Source: an optimization exercise on an open RTL-to-GDS flow (aim: small area). Production flows keep margins and buffers that such runs may drop. Only simulation tests tie the RTL to the original design; equivalence was not proved. Power figures rest on the tool's default switching activity, not on a simulated workload.

## blinkled
module blinkled
(
  input CLK,
  input RST,
  output [32-1:0] maxi_awaddr,
  output [8-1:0] maxi_awlen,
  output [3-1:0] maxi_awsize,
  output [2-1:0] maxi_awburst,
  output [1-1:0] maxi_awlock,
  output [4-1:0] maxi_awcache,
  output [3-1:0] maxi_awprot,
  output [4-1:0] maxi_awqos,
  output [2-1:0] maxi_awuser,
  output maxi_awvalid,
  input maxi_awready,
  output [32-1:0] maxi_wdata,
  output [4-1:0] maxi_wstrb,
  output maxi_wlast,
  output maxi_wvalid,
  input maxi_wready,
  input [2-1:0] maxi_bresp,
  input maxi_bvalid,
  output maxi_bready,
  output [32-1:0] maxi_araddr,
  output [8-1:0] maxi_arlen,
  output [3-1:0] maxi_arsize,
  output [2-1:0] maxi_arburst,
  output [1-1:0] maxi_arlock,
  output [4-1:0] maxi_arcache,
  output [3-1:0] maxi_arprot,
  output [4-1:0] maxi_arqos,
  output [2-1:0] maxi_aruser,
  output maxi_arvalid,
  input maxi_arready,
  input [32-1:0] maxi_rdata,
  input [2-1:0] maxi_rresp,
  input maxi_rlast,
  input maxi_rvalid,
  output maxi_rready,
  input [32-1:0] saxi_awaddr,
  input [4-1:0] saxi_awcache,
  input [3-1:0] saxi_awprot,
  input saxi_awvalid,
  output saxi_awready,
  input [32-1:0] saxi_wdata,
  input [4-1:0] saxi_wstrb,
  input saxi_wvalid,
  output saxi_wready,
  output [2-1:0] saxi_bresp,
  output saxi_bvalid,
  input saxi_bready,
  input [32-1:0] saxi_araddr,
  input [4-1:0] saxi_arcache,
  input [3-1:0] saxi_arprot,
  input saxi_arvalid,
  output saxi_arready,
  output [32-1:0] saxi_rdata,
  output [2-1:0] saxi_rresp,
  output saxi_rvalid,
  input saxi_rready
);
For scale: roughly 20000 um^2 of cells after synthesis.
Settings: LEC_CHECK=0, CAP_MARGIN=20, CORE_MARGIN=2, CORE_UTILIZATION=40, SLEW_MARGIN=20; clock period 10.0 ns.
standard.sh (not shown) runs the stock make flow with config.mk's settings and CLKGATE_MAP_FILE= SYNTH_SCRIPT=/design/flow/synth_recipe.tcl, a recipe that flattens the netlist after the stock synthesis.
==> flow/flow/run.sh <==
#!/bin/bash
# ORFS layout through the standard.sh, with these changes:
#  - after the standard synthesis, flow/fa_polarity.py re-chooses the
#    polarity of each full-adder cell (a full adder on inverted inputs gives
#    inverted outputs) to remove inverters; registers are untouched;
#  - smaller port buffers, one tie cell per constant;
#  - a clock tree of clkbuf_8 without dummy loads.
# Each tool's output goes to a log of its own in this folder.
set -euo pipefail
ARGS=(
  'BUFFER_PORTS_ARGS=-buffer_cell sky130_fd_sc_hd__buf_1'
  'SKIP_REPAIR_TIE_FANOUT=1'
  'CTS_ARGS=-sink_clustering_enable -repair_clock_nets -dont_use_dummy_load -sink_clustering_size 20 -sink_clustering_max_diameter 60 -buf_list {sky130_fd_sc_hd__clkbuf_8}'
)
R=orfs/results/sky130hd/blinkled/base
bash standard.sh "${ARGS[@]}" synth > flow_synth.log 2>&1
cp "$R/1_2_yosys.v" flow_1_2_yosys_standard.v
python3 flow/fa_polarity.py flow_1_2_yosys_standard.v "$R/1_2_yosys.v" > flow_fa_polarity.log 2>&1
rm -f "$R/1_synth.odb" "$R/1_synth.sdc"
bash standard.sh "${ARGS[@]}" finish > flow_make.log 2>&1
Other scripts of this flow, unchanged in this note and not shown: flow/flow/fa_polarity.py
Then changed:
--- a/flow/flow/run.sh
+++ b/flow/flow/run.sh
@@ -7 +7 @@
-#  - a clock tree of clkbuf_8 without dummy loads.
+#  - a clock tree of clkbuf_4 without dummy loads.
@@ -13 +13 @@
-  'CTS_ARGS=-sink_clustering_enable -repair_clock_nets -dont_use_dummy_load -sink_clustering_size 20 -sink_clustering_max_diameter 60 -buf_list {sky130_fd_sc_hd__clkbuf_8}'
+  'CTS_ARGS=-sink_clustering_enable -repair_clock_nets -dont_use_dummy_load -sink_clustering_size 10 -sink_clustering_max_diameter 40 -buf_list {sky130_fd_sc_hd__clkbuf_4}'
What happened: Via count climbs by about 1.1%. Flip-flop and latch count does not change. Clock skew drops by 0.0056 ns. Global-route usage climbs by 0.19 points. Utilization is about the same. Non-clock buffer count is unchanged. Routed wire length stays flat.

Setup of run a:
Another version of the RTL of blinkled (not shown whole).
For scale: about 1900 cells after synthesis, roughly 310 flip-flops, ~21000 um^2 of cells after synthesis.
clock: 10.0 ns
lec_check: 0
cap_margin: 20
core_margin: 2
core_utilization: 40
slew_margin: 20
run.sh (not shown) runs the stock make flow with config.mk's settings and CLKGATE_MAP_FILE= SYNTH_SCRIPT=/design/flow/synth_recipe.tcl, a recipe that flattens the netlist after the stock synthesis.
Stock flow here: none of the scripts above is used.
Run a: no failed stages, no open violations at the end
Input-level comparison between run b and run a:
==> flow/flow/run.sh (new file) <==
#!/bin/bash
# Standard ORFS layout, with smaller port buffers, one tie cell per constant,
# and a clock tree of small buffers without dummy loads. Each tool's output
# goes to a log of its own.
set -euo pipefail
bash standard.sh \
  'BUFFER_PORTS_ARGS=-buffer_cell sky130_fd_sc_hd__buf_1' \
  'SKIP_REPAIR_TIE_FANOUT=1' \
  'CTS_ARGS=-sink_clustering_enable -repair_clock_nets -dont_use_dummy_load -sink_clustering_size 20 -sink_clustering_max_diameter 60 -buf_list {sky130_fd_sc_hd__clkbuf_8}' \
  finish > flow_make.log 2>&1
==> flow/standard.sh (new file) <==
#!/bin/bash
# synth_recipe.tcl (not shown) runs the flow's synth.tcl, then flattens the netlist and writes it again
# the make line also repeats each setting of config.mk as NAME=value (left out here)
make -C /OpenROAD-flow-scripts/flow DESIGN_CONFIG=/design/flow/config.mk WORK_HOME=/design/flow/orfs CLKGATE_MAP_FILE= SYNTH_SCRIPT=/design/flow/synth_recipe.tcl "${@:-finish}"
removed: flow/run.sh
--- outcome ---
Comparing post-route cell area for run a and run b, the smaller number came from run b.
Changes observed in run b relative to run a: clock group total power dropped 49%, proportion of cell area occupied by registers climbed 3.7 points.
sky130_fd_sc_hd__clkdlybuf4s50_1 as the slowest library cell on the worst path was reported by run a, and sky130_fd_sc_hd__fa_1 by run b.

north:
RTL: one of the versions met above, not the one the previous note started from.
For scale: about 360 I/O pins, ~0.020 mm² of cells after synthesis.
clock: 10.0 ns
lec_check: 0
cap_margin: 5
core_margin: 2
core_utilization: 40
slew_margin: 5
standard.sh (not shown) runs the stock make flow with config.mk's settings and CLKGATE_MAP_FILE= SYNTH_SCRIPT=/design/flow/synth_recipe.tcl, a recipe that flattens the netlist after the stock synthesis.
==> flow/flow/run.sh <==
#!/bin/bash
# Standard ORFS layout, with smaller port buffers, one tie cell per constant,
# and a clock tree of small buffers without dummy loads. Each tool's output
# goes to a log of its own.
set -euo pipefail
bash standard.sh \
  'BUFFER_PORTS_ARGS=-buffer_cell sky130_fd_sc_hd__buf_1' \
  'SKIP_REPAIR_TIE_FANOUT=1' \
  'CTS_ARGS=-sink_clustering_enable -repair_clock_nets -dont_use_dummy_load -sink_clustering_size 12 -sink_clustering_max_diameter 50 -buf_list {sky130_fd_sc_hd__clkbuf_8}' \
  finish > flow_make.log 2>&1
north ran to completion and came out clean on the timing, design-rule and antenna checks.
For south, these inputs were changed with respect to north:
- CAP_MARGIN: 5 -> 20
- SLEW_MARGIN: 5 -> 20
diff --git a/flow/flow/run.sh b/flow/flow/run.sh
--- a/flow/flow/run.sh
+++ b/flow/flow/run.sh
@@ -9 +9 @@
-  'CTS_ARGS=-sink_clustering_enable -repair_clock_nets -dont_use_dummy_load -sink_clustering_size 12 -sink_clustering_max_diameter 50 -buf_list {sky130_fd_sc_hd__clkbuf_8}' \
+  'CTS_ARGS=-sink_clustering_enable -repair_clock_nets -dont_use_dummy_load -sink_clustering_size 20 -sink_clustering_max_diameter 60 -buf_list {sky130_fd_sc_hd__clkbuf_8}' \
--- outcome ---
For global-route usage, south and north come out practically identical.
Total power was higher in the run labelled north.
For the clock group share of total power, south came in 1.1 points lower than north did.
Taking north as the reference, in south total placed instance area did not really move, via count did not really move, sum of routed wire length over all layers did not really move.
south: wire length per cell after detailed routing is 0.30% higher than what north reported.

build 57:
Another version of the RTL of blinkled (not shown whole).
For scale: about 1700 cells after synthesis, ~360 I/O pins, about 0.020 sq mm of cells after synthesis.
clock: 10.0 ns
lec_check: 0
cap_margin: 0
core_margin: 2
core_utilization: 60
gpl_timing_driven: 0
slew_margin: 0
==> flow/flow/run.sh <==
#!/bin/bash
# ORFS layout through the standard.sh, with these changes:
#  - after the standard synthesis, flow/fa_polarity.py re-chooses the
#    polarity of each full-adder cell (a full adder on inverted inputs gives
#    inverted outputs) to remove inverters; registers are untouched;
#  - smaller port buffers, one tie cell per constant;
#  - a clock tree of clkbuf_4 without dummy loads.
# Each tool's output goes to a log of its own in this folder.
set -euo pipefail
ARGS=(
  'BUFFER_PORTS_ARGS=-buffer_cell sky130_fd_sc_hd__buf_1'
  'SKIP_REPAIR_TIE_FANOUT=1'
  'REMOVE_ABC_BUFFERS=1'
  'CTS_ARGS=-sink_clustering_enable -repair_clock_nets -dont_use_dummy_load -sink_clustering_size 10 -sink_clustering_max_diameter 40 -buf_list {sky130_fd_sc_hd__clkbuf_4}'
)
R=orfs/results/sky130hd/blinkled/base
bash standard.sh "${ARGS[@]}" synth > flow_synth.log 2>&1
cp "$R/1_2_yosys.v" flow_1_2_yosys_standard.v
python3 flow/fa_polarity.py flow_1_2_yosys_standard.v "$R/1_2_yosys.v" > flow_fa_polarity.log 2>&1
rm -f "$R/1_synth.odb" "$R/1_synth.sdc"
bash standard.sh "${ARGS[@]}" finish > flow_make.log 2>&1
Other scripts of this flow, unchanged in this note and not shown: flow/flow/fa_polarity.py
Build 57: done, clean on timing, DRC and antenna
Inputs modified between build 57 and build 82:
# build 57
export LEC_CHECK = 0
export CAP_MARGIN = 0
export CORE_MARGIN = 2
export CORE_UTILIZATION = 60
export GPL_TIMING_DRIVEN = 0
export SLEW_MARGIN = 0
create_clock -name core_clock -period 10.0 [get_ports {CLK}]
# build 82
export LEC_CHECK = 0
export CAP_MARGIN = 20
export CORE_MARGIN = 2
export CORE_UTILIZATION = 40
export SLEW_MARGIN = 20
create_clock -name core_clock -period 10.0 [get_ports {CLK}]
-- flow/flow/run.sh --
<<< build 57, line 11
  'BUFFER_PORTS_ARGS=-buffer_cell sky130_fd_sc_hd__buf_1'
  'SKIP_REPAIR_TIE_FANOUT=1'
  'REMOVE_ABC_BUFFERS=1'
  'CTS_ARGS=-sink_clustering_enable -repair_clock_nets -dont_use_dummy_load -sink_clustering_size 10 -sink_clustering_max_diameter 40 -buf_list {sky130_fd_sc_hd__clkbuf_4}'
)
>>> build 82, line 11
  'BUFFER_PORTS_ARGS=-buffer_cell sky130_fd_sc_hd__buf_1'
  'SKIP_REPAIR_TIE_FANOUT=1'
  'CTS_ARGS=-sink_clustering_enable -repair_clock_nets -dont_use_dummy_load -sink_clustering_size 10 -sink_clustering_max_diameter 40 -buf_list {sky130_fd_sc_hd__clkbuf_4}'
)
### Flow results
- Build 57 reports its highest routed metal layer as met4 while build 82 reports met5.
- Build 82 vs build 57 on number of signal-net buffers in the layout: build 82 is the higher one.
- The worst setup path category comes out in2reg in one run and reg2reg in the other, namely in build 82 and build 57 respectively.
- Status | build 57 and build 82 | clean
- Comparing build 57 and build 82, amount of wire on met2 after detailed routing is lower on build 82.
- The run showing the smaller fraction of standard cell area in multi-input logic is build 82.
Setup changes, build 82 to build 79
# build 82
export LEC_CHECK = 0
export CAP_MARGIN = 20
export CORE_MARGIN = 2
export CORE_UTILIZATION = 40
export SLEW_MARGIN = 20
create_clock -name core_clock -period 10.0 [get_ports {CLK}]
# build 79
export LEC_CHECK = 0
export CAP_MARGIN = 20
export CORE_MARGIN = 2
export CORE_UTILIZATION = 60
export SLEW_MARGIN = 20
create_clock -name core_clock -period 10.0 [get_ports {CLK}]
==> comparison <==
Build 79 has headroom to the max-slew limit above what build 82 had. Relative to build 82, the relative contribution of combinational cells to total power of build 79 is higher by 0.8 points. Cmp build 82 and build 79 / proportion of cell area occupied by multi-input gates / lower: build 82. Status: highest clock rate parity (build 82, build 79).
Setup changes, build 79 to build 66
# build 79
export LEC_CHECK = 0
export CAP_MARGIN = 20
export CORE_MARGIN = 2
export CORE_UTILIZATION = 60
export SLEW_MARGIN = 20
create_clock -name core_clock -period 10.0 [get_ports {CLK}]
# build 66
export LEC_CHECK = 0
export CAP_MARGIN = 0
export CORE_MARGIN = 2
export CORE_UTILIZATION = 60
export SLEW_MARGIN = 0
create_clock -name core_clock -period 10.0 [get_ports {CLK}]
## What came out
Build 79 completed end to end with timing, DRC and antenna clean.
No stage failed in build 66, and the final checks on the layout all came back clean.
As far as clock group share of total power is concerned, build 79 and build 66 perform about the same.
Against build 79, detailed route wirelength on metal3 in build 66 rose slightly.
Overall power after layout: build 79 vs build 66, no meaningful difference
Sort build 79 and build 66 by final area, ascending, and build 66 comes first.
Status: via count parity (build 66, build 79)
Clock group total power delta (build 66 -> build 79): insignificant
Transition time at the pin with the least slew margin (build 66 over build 79): increase, 0.17 ns

blinkled, a different RTL version from the one above (not shown whole).
For scale: roughly 360 I/O pins.
Settings: LEC_CHECK=0, CAP_MARGIN=0, CORE_MARGIN=2, CORE_UTILIZATION=75, SLEW_MARGIN=0; clock period 10.0 ns.
==> flow/flow/run.sh <==
#!/bin/bash
# ORFS layout through the standard.sh, with these changes:
#  - after the standard synthesis, flow/fa_polarity.py re-chooses the
#    polarity of each full-adder cell (a full adder on inverted inputs gives
#    inverted outputs) to remove inverters; registers are untouched;
#  - smaller port buffers, one tie cell per constant;
#  - a clock tree of clkbuf_4 without dummy loads.
# Each tool's output goes to a log of its own in this folder.
set -euo pipefail
ARGS=(
  'BUFFER_PORTS_ARGS=-buffer_cell sky130_fd_sc_hd__buf_1'
  'SKIP_REPAIR_TIE_FANOUT=1'
  'CTS_ARGS=-sink_clustering_enable -repair_clock_nets -dont_use_dummy_load -sink_clustering_size 10 -sink_clustering_max_diameter 40 -buf_list {sky130_fd_sc_hd__clkbuf_4}'
)
R=orfs/results/sky130hd/blinkled/base
bash standard.sh "${ARGS[@]}" synth > flow_synth.log 2>&1
cp "$R/1_2_yosys.v" flow_1_2_yosys_standard.v
python3 flow/fa_polarity.py flow_1_2_yosys_standard.v "$R/1_2_yosys.v" > flow_fa_polarity.log 2>&1
rm -f "$R/1_synth.odb" "$R/1_synth.sdc"
bash standard.sh "${ARGS[@]}" finish > flow_make.log 2>&1
Other scripts of this flow, unchanged in this note and not shown: flow/flow/fa_polarity.py
The first run passed the timing, design-rule and antenna checks.
Then changed:
--- a/flow/flow/run.sh
+++ b/flow/flow/run.sh
@@ -7 +7 @@
-#  - a clock tree of clkbuf_4 without dummy loads.
+#  - a clock tree of clkbuf_2 without dummy loads.
@@ -13 +13 @@
-  'CTS_ARGS=-sink_clustering_enable -repair_clock_nets -dont_use_dummy_load -sink_clustering_size 10 -sink_clustering_max_diameter 40 -buf_list {sky130_fd_sc_hd__clkbuf_4}'
+  'CTS_ARGS=-sink_clustering_enable -repair_clock_nets -dont_use_dummy_load -sink_clustering_size 6 -sink_clustering_max_diameter 30 -buf_list {sky130_fd_sc_hd__clkbuf_2}'
- CORE_UTILIZATION: 75 -> 60
=>
- critical path depth came out lower by 1
- total power goes up by 0.52%
- die area went up by about 24%
- combinational power went down by about 1%
- final area increases by about 0.66%
- non-clock buffer count came out higher by 5
Then changed:
--- a/flow/flow/run.sh
+++ b/flow/flow/run.sh
@@ -7 +7 @@
-#  - a clock tree of clkbuf_2 without dummy loads.
+#  - a clock tree of clkbuf_4 without dummy loads.
@@ -13 +13 @@
-  'CTS_ARGS=-sink_clustering_enable -repair_clock_nets -dont_use_dummy_load -sink_clustering_size 6 -sink_clustering_max_diameter 30 -buf_list {sky130_fd_sc_hd__clkbuf_2}'
+  'CTS_ARGS=-sink_clustering_enable -repair_clock_nets -dont_use_dummy_load -sink_clustering_size 10 -sink_clustering_max_diameter 40 -buf_list {sky130_fd_sc_hd__clkbuf_4}'
Flip-flop and latch count is unchanged. Hold slack hardly moves. Global-route usage shrinks by 0.21 points. Synthesized area does not change. Clock-buffer cell count shrinks by 31. Wire length stays flat. Setup slack got worse by 120 ps.

==> port drivers added, routing unchanged <==
No port has a modelled driver above. Below, the same layouts with a new extraction and two added sets of constraints. Step 1 (the two cells are an assumption about what drives the block):
set clk [get_ports {CLK}]
set_driving_cell -lib_cell sky130_fd_sc_hd__clkbuf_16 $clk
set_driving_cell -lib_cell sky130_fd_sc_hd__buf_2 [delete_from_list [all_inputs] $clk]
Step 2 moves the port delays by t, midway between the first and last clock arrival at a register: inputs arrive t later, outputs are due t later. That takes back most of the time a late clock gives input paths. Three values: ideal, step 1, step 2; two values: the first two.
run | shift t [ns] | setup slack, ns | worst setup path at the end | latest minus earliest clock arrival (ns) | worst slew at a driven data input, ns
the first run of note 1 | 0.683 | 0.582 / 0.616 / -0.068 | input to register | 0.155 / 0.155 | 0.09
the second run of note 1 | 0.814 | 0.711 / 0.742 / -0.072 | input to register | 0.174 / 0.174 | 0.09
run a | 0.617 | 0.456 / 0.486 / -0.130 | input to register | 0.050 / 0.049 | 0.09
run b | 0.696 | 0.946 / 0.917 / 0.221 | input to register | 0.106 / 0.106 | 0.10
north | 0.658 | 0.776 / 0.808 / 0.150 | input to register | 0.124 / 0.124 | 0.10
south | 0.641 | 0.712 / 0.743 / 0.102 | input to register | 0.141 / 0.141 | 0.09
build 57 | 0.800 | 0.535 / 0.535 / -0.225 | input to register | 0.093 / 0.094 | 0.08
build 82 | 0.817 | 1.078 / 1.109 / 0.292 | input to register | 0.140 / 0.140 | 0.07
build 79 | 0.793 | 1.098 / 1.121 / 0.328 | input to register | 0.127 / 0.126 | 0.09
build 66 | 0.787 | 1.093 / 1.116 / 0.329 | input to register | 0.129 / 0.129 | 0.08
the first run of note 5 | 0.709 | 0.584 / 0.612 / -0.096 | input to register | 0.080 / 0.081 | 0.08
the second run of note 5 | 0.915 | 1.183 / 1.207 / 0.292 | input to register | 0.136 / 0.136 | 0.09
the third run of note 5 | 0.800 | 1.062 / 1.090 / 0.290 | input to register | 0.113 / 0.112 | 0.08
Met with ideal ports but missed after step 2: setup timing in 5 of these runs. The setup slack of the second run of note 5, which loses most, moves by +0.024 ns with the drivers and by -0.891 ns with both steps.
